Source: an optimization exercise on an open RTL-to-GDS flow (aim: small area, a short achievable clock period and few clock cycles per item). Production flows keep margins and buffers that such runs may drop. Function was not checked in any run shown here: the RTL went through the layout flow alone. Power and IR drop assume default switching activity.

==> flow/design.v (outline; a module is shown in full before it is edited, if it fits) <==
// module wallace_multi: 1668 lines
// module mfa: 4 lines
// module mha: 4 lines
// module mbs: 5 lines
// module ma22o: 3 lines
// module mxor: 3 lines
module wallace_multi (
    input clk,
    input rst,
    input [15:0] a,
    input [15:0] b,
    output reg [31:0] p,
    output reg done
);
  // ...
==> flow/flow/run.sh <==
#!/bin/bash
set -euo pipefail
export BUFFER_PORTS_ARGS="-buffer_cell sky130_fd_sc_hd__buf_2"
bash standard.sh finish > orfs_make.log 2>&1
==> flow/standard.sh <==
#!/bin/bash
# synth_recipe.tcl (not shown) runs the flow's synth.tcl, then flattens the netlist and writes it again
# the make line also repeats each setting of config.mk as NAME=value (left out here)
make -C /OpenROAD-flow-scripts/flow DESIGN_CONFIG=/design/flow/config.mk WORK_HOME=/design/flow/orfs CLKGATE_MAP_FILE= SYNTH_SCRIPT=/design/flow/synth_recipe.tcl "${@:-finish}"
==> flow/config.mk <==
export PLATFORM = sky130hd
export DESIGN_NAME = wallace_multi
export DESIGN_NICKNAME = wallace_multi
export VERILOG_FILES = /design/flow/design.v
export SDC_FILE = /design/flow/constraint.sdc
export NUM_CORES = 4
export LEC_CHECK = 0
export CAP_MARGIN = 20
export CORE_MARGIN = 2
export CORE_UTILIZATION = 40
export CTS_BUF_LIST = sky130_fd_sc_hd__clkbuf_8
export CTS_CLUSTER_DIAMETER = 80
export CTS_CLUSTER_SIZE = 16
export SETUP_SLACK_MARGIN = 1.9
export SLEW_MARGIN = 20
export SYNTH_HIERARCHICAL = 1
==> flow/constraint.sdc <==
create_clock -name core_clock -period 4.0 [get_ports {clk}]
set_input_delay 0.8000 -clock core_clock [delete_from_list [all_inputs] [get_ports {clk}]]
set_output_delay 0.8000 -clock core_clock [all_outputs]
set_load 0.01 [all_outputs]
==> results.txt, run 1 <==
worst hold margin -> 0.0542 ns
most crowded layer after global routing -> met2
Worst Setup SP -> r180$_DFF_P_
DRC errors left -> 0
P_leak -> 5.51 nW
Starting Density -> 0.408
CP endpoint kind -> flip-flop
Wirelength per Cell -> 18.3 µm
post-synthesis net count -> 1034
syn avg cell area -> 13.1 µm²
maximum vdd drop -> 493 µV
xor/xnor share of the synthesized area -> 0.135
critical path endpoint -> r440$_DFF_P_
clock sink total -> 235
number of synthesized flops with an enable pin -> 0
main flop type after synthesis -> dfxtp_1
top-area cell type share of the netlist area -> 0.421
number of CTS-inserted buffers -> 18
initial antenna violation count -> 0
status -> no timing/DRC/antenna violations
area of the multi-input gates -> 0.00631 mm²
Compound-Gate Fraction of Synth Area -> 0.127
Logic inverters -> 26
placer congestion estimate -> 0.846
# port buffers -> 66
most frequent cells in the layout -> dfxtp_1 (185), xor2_1 (135), a22o_1 (120), fa_1 (97), buf_2 (66)
Final Hold Viols -> 0
met3 Usage GRT -> 0.0306
Final Worst Setup Slack -> 1.78 ns
clock network area share -> 0.0219
DPL Wire Length -> 16100 µm
Post-Layout Cell Count -> 1305
startpoint types -> flip-flop
worst slack, placed -> 1.49 ns
core area -> 0.0270 mm²
==> run 2: changes to the inputs <==
--- a/flow/config.mk
+++ b/flow/config.mk
@@ -12,5 +12,5 @@
 export CTS_CLUSTER_DIAMETER = 80
 export CTS_CLUSTER_SIZE = 16
-export SETUP_SLACK_MARGIN = 1.9
+export SETUP_SLACK_MARGIN = 1.7
 export SLEW_MARGIN = 20
 export SYNTH_HIERARCHICAL = 1
==> run 2 against run 1 <==
  * Register-to-register slack worse by 0.04 ns
  * Sequential cell count did not move
  * Via count decreased by 1.8%
  * Global-route usage down 0.24 points
  * Critical endpoint unchanged
==> results.txt, run 2 <==
I/O pins -> 67 (unchanged)
Critical R2R Launch -> r25$_DFF_P_ (was r180$_DFF_P_)
Max Freq -> 443 MHz (was 450 MHz)
number of flip-flops in the largest register -> 32 (unchanged)
Netlist cell types -> 33 (unchanged)
P per Cell Area -> 723 mW/mm² (was 725 mW/mm²)
hold buffer count at cts -> 0 (unchanged)
post-route ant nets -> 0 (unchanged)
DPL Wire Length -> 16100 µm (about the same)
clock skew -> 0.0337 ns (was 0.0266 ns)
most common cell after layout, fill and taps aside -> dfxtp_1 (unchanged)
Crit Path Category -> flip-flop to flip-flop (unchanged)
Inst Count DP -> 1250 (was 1247)
Biggest register -> p (unchanged)
final period utilization -> 0.564 (was 0.555)
Mapped Cells -> 842 (unchanged)
startpoint types -> flip-flop (unchanged)
final setup fails -> 0 (unchanged)
first-pass GRT wire length -> 38400 µm (was 38100 µm)
ys async rst share -> 0.0170 (unchanged)
final WL -> 23300 µm (was 23900 µm)
final-report max-slew violation count -> 0 (unchanged)
Top Registers -> p x32, v x3 (unchanged)
die area -> 0.0288 mm² (unchanged)
yosys synthesis warning count -> 7 (unchanged)
Initial DRT Pass Iterations -> 5 (unchanged)
DR iter-0 viols -> 389 (was 464)
number of fill cells -> 2443 (was 2462)
Wirelength per Cell -> 18.1 µm (was 18.3 µm)
mapped cell area -> 0.0110 mm² (unchanged)
CTS Root Cell -> clkbuf_8 (unchanged)
Synth top cells by count -> dfxtp_1 (231), xor2_1 (138), a22o_1 (120), fa_1 (117), ha_1 (41) (unchanged)
status -> no timing/DRC/antenna violations (unchanged)
placer congestion estimate -> 0.842 (was 0.846)
Worst Setup SP -> r25$_DFF_P_ (was r180$_DFF_P_)
core area -> 0.0270 mm² (unchanged)
worst hold margin -> 0.0621 ns (was 0.0542 ns)
RSZ-0062 raised after global routing -> no (was yes)
NumNets Final -> 1132 (was 1153)
Die X -> 170 µm (unchanged)
Final Hold Viols -> 0 (unchanged)
# port buffers -> 66 (unchanged)
maximum vdd drop -> 465 µV (was 493 µV)
number of CTS-inserted buffers -> 18 (unchanged)
FF+latch area -> 0.00480 mm² (was 0.00487 mm²)
clock sink total -> 235 (unchanged)
Required @ worst endpoint -> 4.40 ns (was 4.47 ns)
post-synthesis net count -> 1034 (unchanged)
syn avg cell area -> 13.1 µm² (unchanged)
area of the multi-input gates -> 0.00620 mm² (was 0.00631 mm²)
vias in the first global route -> 6976 (was 6863)
initial antenna violation count -> 0 (unchanged)
P_leak -> 5.39 nW (was 5.51 nW)
vias per cell -> 5.05 (was 5.07)
largest cells by area after synthesis -> dfxtp_1 (42%), fa_1 (21%), xor2_1 (11%) (unchanged)
top-area cell type share of the netlist area -> 0.421 (unchanged)
Fin Setup TNS -> 0 ns (unchanged)
Max Cap Viol -> 0 (unchanged)
CP endpoint kind -> flip-flop (unchanged)
post-synthesis sequential area ratio -> 0.430 (unchanged)
Worst Tran Pin Value -> 0.727 ns (was 0.760 ns)
H-tree levels -> 1 (unchanged)
area grow syn2layout -> 11.8% (was 15.4%)
Worst EP arrival -> 2.66 ns (was 2.69 ns)
most frequent cells in the layout -> dfxtp_1 (193), xor2_1 (138), a22o_1 (120), fa_1 (114), buf_2 (66) (was dfxtp_1 (185), xor2_1 (135), a22o_1 (120), fa_1 (97), buf_2 (66))
Die H -> 170 µm (unchanged)
CTS tree -> done (unchanged)
Starting Density -> 0.408 (unchanged)
maximum fanout along the worst path -> 9 (was 6)
Tot GR Track Use -> 0.168 (was 0.170)
share of layout cells above drive strength 1 -> 0.162 (was 0.217)
Yosys top cell by area -> dfxtp_1 (unchanged)
number of synthesized flops with an enable pin -> 0 (unchanged)
FF+latch count, synth -> 235 (unchanged)
clk slew on worst S/H paths -> 0.10 ns (about the same)
HP Class -> primary input to async pin (unchanged)
Post-Layout Cell Count -> 1284 (was 1305)
DRC errors left -> 0 (unchanged)
Vias -> 6490 (was 6612)
total global routing overflow -> 0 (unchanged)
clock latency on the worst-skew pair -> 0.54 ns (was 0.55 ns)
max_slew headroom -> 0.514 (was 0.492)
count leader, synth -> dfxtp_1 (unchanged)
Period minus WS final -> 2.26 ns (was 2.22 ns)
largest net degree at the start of global routing -> 20 (unchanged)
Max Root-Sink Buffers -> 3 (unchanged)
Diodes inserted -> 0 (unchanged)
main flop type after synthesis -> dfxtp_1 (unchanged)
num rows -> 60 (unchanged)
==> run 2: cells by family after synthesis <==
kind of cell | share of synthesized area
XOR/XNOR | 0.135
other | 0.000341
AND/OR/NAND/NOR | 0.0379
adder cells (fa/ha/maj) | 0.260
AO/OA/AOI/OAI | 0.127
flip-flops | 0.430
buffers and inverters | 0.0107
==> run 2: repair_timing <==
item	CTS	global route
gates resized for setup	29	14
endpoints found under the setup margin	44	29
setup buffers	1	10
endpoints found under the hold margin	0	0
==> run 2: Yosys stat by module (local to each module, per instance), a selection <==
module         times used  cells
mxor                  120      1
mha                    11      1
mfa                   115      1
wallace_multi           1    476
ma22o                 120      1
==> run 2: routing by layer <==
metal | global-route usage | vias up | part of all wire
li1 | - | 3070 | -
met1 | 0.236 | 3188 | 0.46
met2 | 0.273 | 213 | 0.46
met3 | 0.0306 | 19 | 0.074
met4 | 0.0342 | 0 | 0.012
met5 | 0 | - | 0
==> run 2: worst paths after layout <==
kind | slack, ns | depth (start not counted) | to
max in group asynchronous | 3.83 | 1 | v[0]$_DFF_PN0_
worst max register to register | 1.74 | 5 | r440$_DFF_P_
worst max-delay path | 1.74 | 5 | r440$_DFF_P_
min in group core_clock | 0.33 | 0 | r874$_DFF_P_
worst min-delay path | 0.06 | 1 | done$_DFF_PN0_
worst min register to register | 0.33 | 0 | r874$_DFF_P_
==> run 2: final cells by class <==
class                   instances  area share
well taps                     341      0.0347
inverters                      26     0.00794
multi-input cells             576       0.504
clock buffers                  21      0.0235
flip-flops and latches        235       0.390
repair buffers                 83      0.0389
clock inverters                 2    0.000611
==> run 2: critical path: stages (launching register included) <==
cell     delay (ns)
dfxtp_4        0.39
buf_4          0.18
and2_1         0.17
fa_1           0.45
fa_1           0.53
fa_1           0.41
==> run 2: where the power goes <==
part,switching [mW],internal (mW)
sequential,0.542,3.35
clock,0.729,0.470
combinational,1.89,1.90
==> run 2: metrics by stage <==
step | setup WS (ns) | utilization | power [mW] | cell area [µm²]
finish | 1.74 | 0.456 | 8.89 | 12300
global route | 1.70 | 0.456 | 9.86 | 12300
CTS | 1.70 | 0.452 | 9.03 | 12200
detailed placement | 1.51 | 0.438 | 7.77 | 11800
global placement | 1.51 | 0.438 | 7.69 | 11800
floorplan | 1.61 | - | 6.55 | 11100

[port drivers added, routing unchanged]
The flow's constraints put no driver on any port. The routed layouts listed below were extracted and timed again, unchanged, in two steps. Step 1: set_driving_cell puts a clkbuf_16 on clk and a buf_2 on each other input, an assumption about the parent block. Step 2 adds t to the input delays and takes it off the output delays; t is the mean of the earliest and latest rising clock arrival at the registers after step 1. Input paths then give back, and output paths get back, about the clock's delay inside the block. Slacks: ideal ports / drivers / drivers and shift; pairs: ideal ports / drivers.
run	t, ns	setup slack, ns	cell pins on the clock port's net
run 1	0.574	1.779 / 1.779 / 1.779	1
run 2	0.566	1.743 / 1.743 / 1.743	1
After both steps setup and hold are still met in every run listed.
